Source: an optimization exercise on an open RTL-to-GDS flow (aim: small area and a short achievable clock period). Production flows keep margins and buffers that such runs may drop. Only simulation tests tie the RTL to the original design; equivalence was not proved. No activity file was given, so power comes from the tool's default toggle rates.

==> inputs of run H <==
Design add1, start of the top module:
module add1(
	input clk,
	input operation,
	input [15:0] x,y,
	output [15:0] z,
	input [2:0]counter
	);
export LEC_CHECK = 0
export CAP_MARGIN = 20
export CORE_MARGIN = 2
export CORE_UTILIZATION = 40
export PLACE_DENSITY = 0.6
export SLEW_MARGIN = 20
create_clock -name core_clock -period 8.5 [get_ports {clk}]
standard.sh (not shown) runs the stock make flow with config.mk's settings and CLKGATE_MAP_FILE= SYNTH_SCRIPT=/design/flow/synth_recipe.tcl, a recipe that flattens the netlist after the stock synthesis.
==> flow/flow/run.sh <==
#!/bin/bash
# Own layout flow: the standard ORFS flow, with two changes:
#  - synthesis is synth_recipe.tcl unchanged except that the final ABC mapping uses
#    flow/abc.script (delay-constrained mapping with area recovery);
#  - ports are buffered with sky130_fd_sc_hd__buf_1 instead of the default buffer.
# Each tool's output goes to its own log in this folder and in orfs/logs.
set -euo pipefail
W=$PWD
# synthesis script: ORFS synth.tcl with the abc call taking our script
python3 - "$FLOW_HOME/scripts/synth.tcl" "$W/flow_synth_mod.tcl" <<'PY'
import sys
s = open(sys.argv[1]).read()
old = "  log_cmd abc {*}$abc_args\n"
assert s.count(old) == 1
new = "  set abc_args [lreplace $abc_args 1 1 $::env(MY_ABC_SCRIPT)]\n" + old
open(sys.argv[2], "w").write(s.replace(old, new))
PY
sed "s#source \$::env(SCRIPTS_DIR)/synth.tcl#source $W/flow_synth_mod.tcl#" synth_recipe.tcl > flow_synth.tcl
grep -q "flow_synth_mod.tcl" flow_synth.tcl
export MY_ABC_SCRIPT=$W/flow/abc.script
bash standard.sh SYNTH_SCRIPT=$W/flow_synth.tcl "BUFFER_PORTS_ARGS=-buffer_cell sky130_fd_sc_hd__buf_1" finish > flow_orfs.log 2>&1
test -f out/final.def
==> flow/flow/abc.script <==
strash
dch
map -D 5000
buffer -c
topo
stime -c
upsize -c
dnsize -c
==> run E: changes against run H <==
==> flow/run.sh (new file) <==
#!/bin/bash
# synth_recipe.tcl (not shown) runs the flow's synth.tcl, then flattens the netlist and writes it again
# the make line also repeats each setting of config.mk as NAME=value (left out here)
make -C /OpenROAD-flow-scripts/flow DESIGN_CONFIG=/design/flow/config.mk WORK_HOME=/design/flow/orfs CLKGATE_MAP_FILE= SYNTH_SCRIPT=/design/flow/synth_recipe.tcl finish
removed: flow/flow/run.sh
removed: flow/flow/abc.script
removed: flow/standard.sh
==> notes.md <==
Status: timing/DRC/antenna clean
Layout cell share with drive strength beyond 1: 7.04%
Cell area after layout: 7280 µm²
Area growth, synth to finish: 8.33%
Tap Cells: 220
Post-route clock period utilization: 91.7%
Syn Std Cell Area: 6720 µm²
Slew margin rel.: 39.0%
Max FO, Critical Path: 38
Post-Synthesis Cells: 931
Leakage power: 3.59 nW
Mapped Avg Cell Area: 7.22 µm²
Final #Nets: 1167
Library cells used by synthesis: 52
Vias post-DR: 6034
Final wirelength: 17.6 mm
M2 GR Usage: 32.6%
Met3 GRT Util: 2.25%
Fmax: 128 MHz
-- figures above: run H

==> notes.md <==
Final #Nets: 1192
Tap Cells: 234
Layout cell share with drive strength beyond 1: 8.26%
Cell area after layout: 8540 µm²
Max FO, Critical Path: 10
Post-route clock period utilization: 94.0%
Slew margin rel.: 29.1%
M2 GR Usage: 32.9%
Status: timing/DRC/antenna clean
Syn Std Cell Area: 7480 µm²
Die height: 141 µm
Library cells used by synthesis: 74
Vias post-DR: 6630
Fin util: 46.1%
Area growth, synth to finish: 14.2%
Met3 GRT Util: 2.82%
Mapped Avg Cell Area: 7.91 µm²
Fmax: 125 MHz
-- figures above: run E


========
==> inputs of cedar <==
Another version of the RTL of add1 (not shown whole).
Settings: LEC_CHECK=0, CAP_MARGIN=20, CORE_MARGIN=2, CORE_UTILIZATION=60, PLACE_DENSITY=0.75, SETUP_SLACK_MARGIN=2.0, SLEW_MARGIN=20; clock period 8.5 ns.
==> flow/flow/run.sh <==
#!/bin/bash
# Own layout flow: the standard ORFS flow (standard.sh) with these changes:
#  - synthesis is synth_recipe.tcl with ORFS synth.tcl patched by flow/patch_synth.py:
#    the RTL's full adder module add1_fa becomes the library full adder cell, no other
#    adder extraction, modules kept apart until after ABC (synth_recipe.tcl flattens them
#    at the end), and ABC maps add1_mcpa (the multiplier's final adder) with
#    flow/abc_fast.script and the rest with flow/abc.script;
#  - ports are buffered with sky130_fd_sc_hd__buf_1;
set -euo pipefail
W=$PWD
python3 flow/patch_synth.py "$FLOW_HOME/scripts/synth.tcl" "$W/flow_synth_mod.tcl" > patch.log 2>&1
sed "s#source \$::env(SCRIPTS_DIR)/synth.tcl#source $W/flow_synth_mod.tcl#" synth_recipe.tcl > flow_synth.tcl
grep -q "flow_synth_mod.tcl" flow_synth.tcl
export MY_ABC_SCRIPT=$W/flow/abc.script
export MY_ABC_SCRIPT_FAST=$W/flow/abc_fast.script
export MY_FAST_MODULES=add1_mcpa
bash standard.sh SYNTH_SCRIPT=$W/flow_synth.tcl synth > flow_synth.log 2>&1
bash standard.sh SYNTH_SCRIPT=$W/flow_synth.tcl "BUFFER_PORTS_ARGS=-buffer_cell sky130_fd_sc_hd__buf_1" SKIP_INCREMENTAL_REPAIR=1 finish > flow_layout.log 2>&1
test -f out/final.def
==> flow/flow/abc.script <==
strash
dch
map -D 3000
buffer -c
topo
stime -c
upsize -c
dnsize -c
==> flow/flow/abc_fast.script <==
strash
dch
map -D 1500
buffer -c
topo
stime -c
upsize -c
dnsize -c
==> flow/flow/patch_synth.py <==
import sys
s = open(sys.argv[1]).read()
def rep(old, new):
    global s
    assert s.count(old) == 1, old
    s = s.replace(old, new)
# the design's full adder module (add1_fa) becomes the library's full adder cell
rep("hierarchy -check -top $::env(DESIGN_NAME)\n",
    "hierarchy -check -top $::env(DESIGN_NAME)\n"
    "chtype -map add1_fa sky130_fd_sc_hd__fa_1\n"
    "hierarchy -check -top $::env(DESIGN_NAME)\n")
# keep the design's modules apart until after ABC (synth_recipe.tcl flattens at the end)
rep("  synth -flatten -run :fine {*}$synth_full_args\n", "  synth -run :fine {*}$synth_full_args\n")
# no other adder extraction
rep("  extract_fa {*}[dont_use_extract_fa_args]\n", "")
# final ABC mapping: the fast modules with one script, the rest with another
rep("  log_cmd abc {*}$abc_args\n",
    "  foreach m $::env(MY_FAST_MODULES) {\n"
    "    log_cmd abc {*}[lreplace $abc_args 1 1 $::env(MY_ABC_SCRIPT_FAST)] $m\n"
    "  }\n"
    "  log_cmd abc {*}[lreplace $abc_args 1 1 $::env(MY_ABC_SCRIPT)] $::env(DESIGN_NAME)\n")
open(sys.argv[2], 'w').write(s)
==> willow (differences from cedar) <==
--- a/flow/design.v
+++ b/flow/design.v
@@ -291,28 +291,29 @@
 add1_fa u_tn173 (.A(tn109), .B(tn138), .CIN(tn139), .COUT(tn174), .SUM(tn173));
 wire tn175, tn176;
 add1_fa u_tn175 (.A(tn111), .B(tn140), .CIN(tn141), .COUT(tn176), .SUM(tn175));
 wire tn177, tn178;
 add1_fa u_tn177 (.A(tn112), .B(tn142), .CIN(tn143), .COUT(tn178), .SUM(tn177));
 wire tn179, tn180;
 add1_fa u_tn179 (.A(xmn[9]), .B(ymn[9]), .CIN(tn144), .COUT(tn180), .SUM(tn179));
-wire [21:0] mr0n = {1'b1, tn180, tn178, tn176, tn174, tn172, tn170, tn168, tn166, tn164, tn162, tn160, tn158, tn156, tn154, tn152, tn150, tn148, tn146, ppn2_0, ppn0_1, ppn0_0};
-wire [21:0] mr1n = {1'b1, 1'b0, tn179, tn177, tn175, tn173, tn171, tn169, tn167, tn165, tn163, tn161, tn159, tn157, tn155, tn153, tn151, tn149, tn147, tn145, ppn1_0, 1'b1};
+wire [21:0] mr0 = {1'b0, ~tn180, ~tn178, ~tn176, ~tn174, ~tn172, ~tn170, ~tn168, ~tn166, ~tn164, ~tn162, ~tn160, ~tn158, ~tn156, ~tn154, ~tn152, ~tn150, ~tn148, ~tn146, ~ppn2_0, ~ppn0_1, ~ppn0_0};
+wire [21:0] mr1 = {1'b0, 1'b1, ~tn179, ~tn177, ~tn175, ~tn173, ~tn171, ~tn169, ~tn167, ~tn165, ~tn163, ~tn161, ~tn159, ~tn157, ~tn155, ~tn153, ~tn151, ~tn149, ~tn147, ~tn145, ~ppn1_0, 1'b0};
 wire [4:0] m_e0 = xe + ye + 5'd17;
 wire [4:0] m_e1 = xe + ye + 5'd18;
 wire [9:0] m_man;
 wire [4:0] m_exp;
-add1_mcpa u_mcpa (.mr0n(mr0n), .mr1n(mr1n), .e0(m_e0), .e1(m_e1), .m_man(m_man), .m_exp(m_exp));
+add1_mcpa u_mcpa (.mr0(mr0), .mr1(mr1), .e0(m_e0), .e1(m_e1), .m_man(m_man), .m_exp(m_exp));
 wire m_zero = (x == 16'h0000) | (y == 16'h0000);
 wire [5:0] dxy = {1'b0, xe} - {1'b0, ye};
-wire lt = dxy[5];                           
-wire gt = ~dxy[5] & (dxy[4:0] != 5'd0);     
-wire [4:0] dyxm1 = ~dxy[4:0];
+wire [5:0] dyx = {1'b0, ye} - {1'b0, xe};
+wire gt = dyx[5];                  
+wire lt = dxy[5] ;                  
+wire [4:0] sh = lt ? dyx[4:0] : dxy[4:0];
 wire [10:0] B = lt ? Y : X;
-wire [10:0] Xsh = {1'b0, X[10:1]} >> dyxm1;
+wire [10:0] Xsh = X >> dyx[4:0];
 wire [10:0] Ysh = Y >> dxy[4:0];
 wire [10:0] S = lt ? Xsh : Ysh;
 wire [4:0] ea = lt ? ye : xe;
 wire sa = gt ? xs : (lt ? ys : 1'b0);
 wire negB = lt ? ys : xs;
 wire diff = xs ^ ys;
 wire invS = diff & negB;        
@@ -382,15 +383,15 @@
 wire ac_G3_9 = ac_G0_9 | (ac_P0_9 & ac_G2_7);
 wire ac_P3_9 = ac_P0_9 & ac_P2_7;
 wire ac_G3_10 = ac_G1_10 | (ac_P1_10 & ac_G2_7);
 wire ac_P3_10 = ac_P1_10 & ac_P2_7;
 wire ac_G3_11 = ac_G1_11 | (ac_P1_11 & ac_G2_7);
 wire ac_P3_11 = ac_P1_11 & ac_P2_7;
 wire [11:0] sum = {(ac_p11 ^ ac_G3_10), (ac_p10 ^ ac_G3_9), (ac_p9 ^ ac_G3_8), (ac_p8 ^ ac_G2_7), (ac_p7 ^ ac_G2_6), (ac_p6 ^ ac_G2_5), (ac_p5 ^ ac_G2_4), (ac_p4 ^ ac_G1_3), (ac_p3 ^ ac_G1_2), (ac_p2 ^ ac_G0_1), (ac_p1 ^ ac_G0c), (ac_p0 ^ cin)};
-wire Szero = lt ? (dyxm1 > 5'd9) : (dxy[4:0] > 5'd10);
+wire Szero = (sh > 5'd10);
 wire [11:0] H = {sum[11] & ~(invB & Szero), sum[10:0]};
 reg [9:0] a_man;
 reg [4:0] a_exp;
 reg a_keep;
 always @* begin
 	a_keep = 1'b0;
 	a_man = H[9:0];
@@ -427,18 +428,16 @@
 			z_exp <= a_zero ? 5'd0 : a_exp;
 			if (a_zero) z_m <= 10'd0;
 			else if (!a_keep) z_m <= a_man;
 		end
 	end
 end
 endmodule
-module add1_mcpa(input [21:0] mr0n, input [21:0] mr1n, input [4:0] e0, input [4:0] e1,
+module add1_mcpa(input [21:0] mr0, input [21:0] mr1, input [4:0] e0, input [4:0] e1,
                  output [9:0] m_man, output [4:0] m_exp);
-wire [21:0] mr0 = {1'b0, ~mr0n[20], ~mr0n[19], ~mr0n[18], ~mr0n[17], ~mr0n[16], ~mr0n[15], ~mr0n[14], ~mr0n[13], ~mr0n[12], ~mr0n[11], ~mr0n[10], ~mr0n[9], ~mr0n[8], ~mr0n[7], ~mr0n[6], ~mr0n[5], ~mr0n[4], ~mr0n[3], ~mr0n[2], ~mr0n[1], ~mr0n[0]};
-wire [21:0] mr1 = {1'b0, 1'b1, ~mr1n[19], ~mr1n[18], ~mr1n[17], ~mr1n[16], ~mr1n[15], ~mr1n[14], ~mr1n[13], ~mr1n[12], ~mr1n[11], ~mr1n[10], ~mr1n[9], ~mr1n[8], ~mr1n[7], ~mr1n[6], ~mr1n[5], ~mr1n[4], ~mr1n[3], ~mr1n[2], ~mr1n[1], 1'b0};
 wire mc_g0 = mr0[0] & mr1[0];
 wire mc_p0 = mr0[0] ^ mr1[0];
 wire mc_g1 = mr0[1] & mr1[1];
 wire mc_p1 = mr0[1] ^ mr1[1];
 wire mc_g2 = mr0[2] & mr1[2];
 wire mc_p2 = mr0[2] ^ mr1[2];
 wire mc_g3 = mr0[3] & mr1[3];
==> flow/flow/run.sh (replaced) <==
#!/bin/bash
# Own layout flow: the standard ORFS flow (standard.sh) with these changes:
#  - synthesis is synth_recipe.tcl with ORFS synth.tcl patched by flow/patch_synth.py:
#    the RTL's full adder module add1_fa becomes the library full adder cell, no other
#    adder extraction, modules kept apart until after ABC (synth_recipe.tcl flattens them
#    at the end), and ABC maps add1_mcpa (the multiplier's final adder) with
#    flow/abc_fast.script and the rest with flow/abc.script;
#  - ports are buffered with sky130_fd_sc_hd__buf_1.
# The registers and their names are those of the standard synthesis.
# Each tool's output goes to a log in this folder (and ORFS's own logs under orfs/logs).
set -euo pipefail
W=$PWD
python3 flow/patch_synth.py "$FLOW_HOME/scripts/synth.tcl" "$W/flow_synth_mod.tcl" > patch.log 2>&1
sed "s#source \$::env(SCRIPTS_DIR)/synth.tcl#source $W/flow_synth_mod.tcl#" synth_recipe.tcl > flow_synth.tcl
grep -q "flow_synth_mod.tcl" flow_synth.tcl
export MY_ABC_SCRIPT=$W/flow/abc.script
export MY_ABC_SCRIPT_FAST=$W/flow/abc_fast.script
export MY_FAST_MODULES=add1_mcpa
bash standard.sh SYNTH_SCRIPT=$W/flow_synth.tcl synth > flow_synth.log 2>&1
bash standard.sh SYNTH_SCRIPT=$W/flow_synth.tcl "BUFFER_PORTS_ARGS=-buffer_cell sky130_fd_sc_hd__buf_1" finish > flow_layout.log 2>&1
test -f out/final.def
==> flow/flow/abc.script (replaced) <==
strash
dch
map -D 4500
buffer -c
topo
stime -c
upsize -c
dnsize -c
==> flow/config.mk (replaced) <==
export PLATFORM = sky130hd
export DESIGN_NAME = add1
export DESIGN_NICKNAME = add1
export VERILOG_FILES = /design/flow/design.v
export SDC_FILE = /design/flow/constraint.sdc
export NUM_CORES = 4
export LEC_CHECK = 0
export CAP_MARGIN = 20
export CORE_MARGIN = 2
export CORE_UTILIZATION = 40
export PLACE_DENSITY = 0.6
export SETUP_SLACK_MARGIN = 3.0
export SLEW_MARGIN = 20
==> fjord (differences from cedar) <==
--- a/flow/design.v
+++ b/flow/design.v
@@ -291,28 +291,29 @@
 add1_fa u_tn173 (.A(tn109), .B(tn138), .CIN(tn139), .COUT(tn174), .SUM(tn173));
 wire tn175, tn176;
 add1_fa u_tn175 (.A(tn111), .B(tn140), .CIN(tn141), .COUT(tn176), .SUM(tn175));
 wire tn177, tn178;
 add1_fa u_tn177 (.A(tn112), .B(tn142), .CIN(tn143), .COUT(tn178), .SUM(tn177));
 wire tn179, tn180;
 add1_fa u_tn179 (.A(xmn[9]), .B(ymn[9]), .CIN(tn144), .COUT(tn180), .SUM(tn179));
-wire [21:0] mr0n = {1'b1, tn180, tn178, tn176, tn174, tn172, tn170, tn168, tn166, tn164, tn162, tn160, tn158, tn156, tn154, tn152, tn150, tn148, tn146, ppn2_0, ppn0_1, ppn0_0};
-wire [21:0] mr1n = {1'b1, 1'b0, tn179, tn177, tn175, tn173, tn171, tn169, tn167, tn165, tn163, tn161, tn159, tn157, tn155, tn153, tn151, tn149, tn147, tn145, ppn1_0, 1'b1};
+wire [21:0] mr0 = {1'b0, ~tn180, ~tn178, ~tn176, ~tn174, ~tn172, ~tn170, ~tn168, ~tn166, ~tn164, ~tn162, ~tn160, ~tn158, ~tn156, ~tn154, ~tn152, ~tn150, ~tn148, ~tn146, ~ppn2_0, ~ppn0_1, ~ppn0_0};
+wire [21:0] mr1 = {1'b0, 1'b1, ~tn179, ~tn177, ~tn175, ~tn173, ~tn171, ~tn169, ~tn167, ~tn165, ~tn163, ~tn161, ~tn159, ~tn157, ~tn155, ~tn153, ~tn151, ~tn149, ~tn147, ~tn145, ~ppn1_0, 1'b0};
 wire [4:0] m_e0 = xe + ye + 5'd17;
 wire [4:0] m_e1 = xe + ye + 5'd18;
 wire [9:0] m_man;
 wire [4:0] m_exp;
-add1_mcpa u_mcpa (.mr0n(mr0n), .mr1n(mr1n), .e0(m_e0), .e1(m_e1), .m_man(m_man), .m_exp(m_exp));
+add1_mcpa u_mcpa (.mr0(mr0), .mr1(mr1), .e0(m_e0), .e1(m_e1), .m_man(m_man), .m_exp(m_exp));
 wire m_zero = (x == 16'h0000) | (y == 16'h0000);
 wire [5:0] dxy = {1'b0, xe} - {1'b0, ye};
-wire lt = dxy[5];                           
-wire gt = ~dxy[5] & (dxy[4:0] != 5'd0);     
-wire [4:0] dyxm1 = ~dxy[4:0];
+wire [5:0] dyx = {1'b0, ye} - {1'b0, xe};
+wire gt = dyx[5];                  
+wire lt = dxy[5] ;                  
+wire [4:0] sh = lt ? dyx[4:0] : dxy[4:0];
 wire [10:0] B = lt ? Y : X;
-wire [10:0] Xsh = {1'b0, X[10:1]} >> dyxm1;
+wire [10:0] Xsh = X >> dyx[4:0];
 wire [10:0] Ysh = Y >> dxy[4:0];
 wire [10:0] S = lt ? Xsh : Ysh;
 wire [4:0] ea = lt ? ye : xe;
 wire sa = gt ? xs : (lt ? ys : 1'b0);
 wire negB = lt ? ys : xs;
 wire diff = xs ^ ys;
 wire invS = diff & negB;        
@@ -382,15 +383,15 @@
 wire ac_G3_9 = ac_G0_9 | (ac_P0_9 & ac_G2_7);
 wire ac_P3_9 = ac_P0_9 & ac_P2_7;
 wire ac_G3_10 = ac_G1_10 | (ac_P1_10 & ac_G2_7);
 wire ac_P3_10 = ac_P1_10 & ac_P2_7;
 wire ac_G3_11 = ac_G1_11 | (ac_P1_11 & ac_G2_7);
 wire ac_P3_11 = ac_P1_11 & ac_P2_7;
 wire [11:0] sum = {(ac_p11 ^ ac_G3_10), (ac_p10 ^ ac_G3_9), (ac_p9 ^ ac_G3_8), (ac_p8 ^ ac_G2_7), (ac_p7 ^ ac_G2_6), (ac_p6 ^ ac_G2_5), (ac_p5 ^ ac_G2_4), (ac_p4 ^ ac_G1_3), (ac_p3 ^ ac_G1_2), (ac_p2 ^ ac_G0_1), (ac_p1 ^ ac_G0c), (ac_p0 ^ cin)};
-wire Szero = lt ? (dyxm1 > 5'd9) : (dxy[4:0] > 5'd10);
+wire Szero = (sh > 5'd10);
 wire [11:0] H = {sum[11] & ~(invB & Szero), sum[10:0]};
 reg [9:0] a_man;
 reg [4:0] a_exp;
 reg a_keep;
 always @* begin
 	a_keep = 1'b0;
 	a_man = H[9:0];
@@ -427,18 +428,16 @@
 			z_exp <= a_zero ? 5'd0 : a_exp;
 			if (a_zero) z_m <= 10'd0;
 			else if (!a_keep) z_m <= a_man;
 		end
 	end
 end
 endmodule
-module add1_mcpa(input [21:0] mr0n, input [21:0] mr1n, input [4:0] e0, input [4:0] e1,
+module add1_mcpa(input [21:0] mr0, input [21:0] mr1, input [4:0] e0, input [4:0] e1,
                  output [9:0] m_man, output [4:0] m_exp);
-wire [21:0] mr0 = {1'b0, ~mr0n[20], ~mr0n[19], ~mr0n[18], ~mr0n[17], ~mr0n[16], ~mr0n[15], ~mr0n[14], ~mr0n[13], ~mr0n[12], ~mr0n[11], ~mr0n[10], ~mr0n[9], ~mr0n[8], ~mr0n[7], ~mr0n[6], ~mr0n[5], ~mr0n[4], ~mr0n[3], ~mr0n[2], ~mr0n[1], ~mr0n[0]};
-wire [21:0] mr1 = {1'b0, 1'b1, ~mr1n[19], ~mr1n[18], ~mr1n[17], ~mr1n[16], ~mr1n[15], ~mr1n[14], ~mr1n[13], ~mr1n[12], ~mr1n[11], ~mr1n[10], ~mr1n[9], ~mr1n[8], ~mr1n[7], ~mr1n[6], ~mr1n[5], ~mr1n[4], ~mr1n[3], ~mr1n[2], ~mr1n[1], 1'b0};
 wire mc_g0 = mr0[0] & mr1[0];
 wire mc_p0 = mr0[0] ^ mr1[0];
 wire mc_g1 = mr0[1] & mr1[1];
 wire mc_p1 = mr0[1] ^ mr1[1];
 wire mc_g2 = mr0[2] & mr1[2];
 wire mc_p2 = mr0[2] ^ mr1[2];
 wire mc_g3 = mr0[3] & mr1[3];
==> flow/flow/run.sh (replaced) <==
#!/bin/bash
# Own layout flow: the standard ORFS flow (standard.sh) with these changes:
#  - synthesis is synth_recipe.tcl with ORFS synth.tcl patched by flow/patch_synth.py:
#    the RTL's full adder module add1_fa becomes the library full adder cell, no other
#    adder extraction, modules kept apart until after ABC (synth_recipe.tcl flattens them
#    at the end), and ABC maps add1_mcpa (the multiplier's final adder) with
#    flow/abc_fast.script and the rest with flow/abc.script;
#  - ports are buffered with sky130_fd_sc_hd__buf_1.
# The registers and their names are those of the standard synthesis.
# Each tool's output goes to a log in this folder (and ORFS's own logs under orfs/logs).
set -euo pipefail
W=$PWD
python3 flow/patch_synth.py "$FLOW_HOME/scripts/synth.tcl" "$W/flow_synth_mod.tcl" > patch.log 2>&1
sed "s#source \$::env(SCRIPTS_DIR)/synth.tcl#source $W/flow_synth_mod.tcl#" synth_recipe.tcl > flow_synth.tcl
grep -q "flow_synth_mod.tcl" flow_synth.tcl
export MY_ABC_SCRIPT=$W/flow/abc.script
export MY_ABC_SCRIPT_FAST=$W/flow/abc_fast.script
export MY_FAST_MODULES=add1_mcpa
bash standard.sh SYNTH_SCRIPT=$W/flow_synth.tcl synth > flow_synth.log 2>&1
bash standard.sh SYNTH_SCRIPT=$W/flow_synth.tcl "BUFFER_PORTS_ARGS=-buffer_cell sky130_fd_sc_hd__buf_1" finish > flow_layout.log 2>&1
test -f out/final.def
==> flow/flow/abc.script (replaced) <==
strash
dch
map -D 4500
buffer -c
topo
stime -c
upsize -c
dnsize -c
==> flow/config.mk (replaced) <==
export PLATFORM = sky130hd
export DESIGN_NAME = add1
export DESIGN_NICKNAME = add1
export VERILOG_FILES = /design/flow/design.v
export SDC_FILE = /design/flow/constraint.sdc
export NUM_CORES = 4
export LEC_CHECK = 0
export CAP_MARGIN = 20
export CORE_MARGIN = 2
export CORE_UTILIZATION = 40
export PLACE_DENSITY = 0.6
export SETUP_SLACK_MARGIN = 1.5
export SLEW_MARGIN = 20
==> notes.md <==
item                                                                                        willow           cedar           fjord
Result of the run                                                                   finished clean  finished clean  finished clean
Post-synthesis xor/xnor area fraction                                                        7.19%               -           7.19%
Filler instances                                                                              1618            1053            1776
Number of enable flip-flop cells after synthesis                                                16               -              16
Period Utilization, post-route                                                               71.0%           76.5%           77.6%
Number of distinct library cell variants in the gate-level netlist after synthesis              61               -              61
Max-slew headroom                                                                            49.9%           38.6%           42.1%
Gate power share                                                                             91.2%           89.9%           88.7%
Fraction of standard cell area that is sequential                                            5.40%           7.13%           6.59%
Worst hold path depth                                                                            3               2               3
Tot Pwr                                                                                    2440 uW         1770 uW         1880 uW
Post-CTS resize count                                                                          112              13               3
Signal buffers                                                                                 127              53              74
Proportion of synthesized chip area in sequential cells                                      7.19%               -           7.19%
Via total after detailed routing                                                              7166            6522            6734
Sequential Power Share                                                                        5.2%            7.0%            6.7%

[port drivers added, routing unchanged]
Ports are ideal in the flow. The routed layouts listed here were re-timed in OpenROAD. Step 1, drivers: a clkbuf_16 drives clk and a buf_2 each remaining input, both assumed. Step 2 also shifts input and output timing later by t, the mid clock arrival at the registers, as if the neighbouring blocks saw the same clock. Three values: ideal ports, drivers, drivers and shift; two values: the first two.
run	t (ns)	slack for setup (ns)	hold slack, ns	worst setup path after step 2	worst register clock-pin slew, ns
run H	0.264	0.708 / 0.709 / 0.445	1.861 / 1.859 / 2.123	input to register	0.05 / 0.05
run E	0.268	0.508 / 0.503 / 0.236	2.240 / 2.238 / 2.505	input to register	0.05 / 0.05
cedar	0.265	2.002 / 2.000 / 1.735	1.834 / 1.831 / 2.096	input to register	0.06 / 0.06
willow	0.271	2.463 / 2.382 / 2.111	1.894 / 1.895 / 2.158	input to register	0.05 / 0.05
fjord	0.265	1.908 / 1.909 / 1.645	1.895 / 1.891 / 2.155	input to register	0.04 / 0.04
After both steps setup and hold are still met in every run listed. The setup slack of willow, which loses most, moves by -0.081 ns with the drivers and by -0.352 ns with both steps.
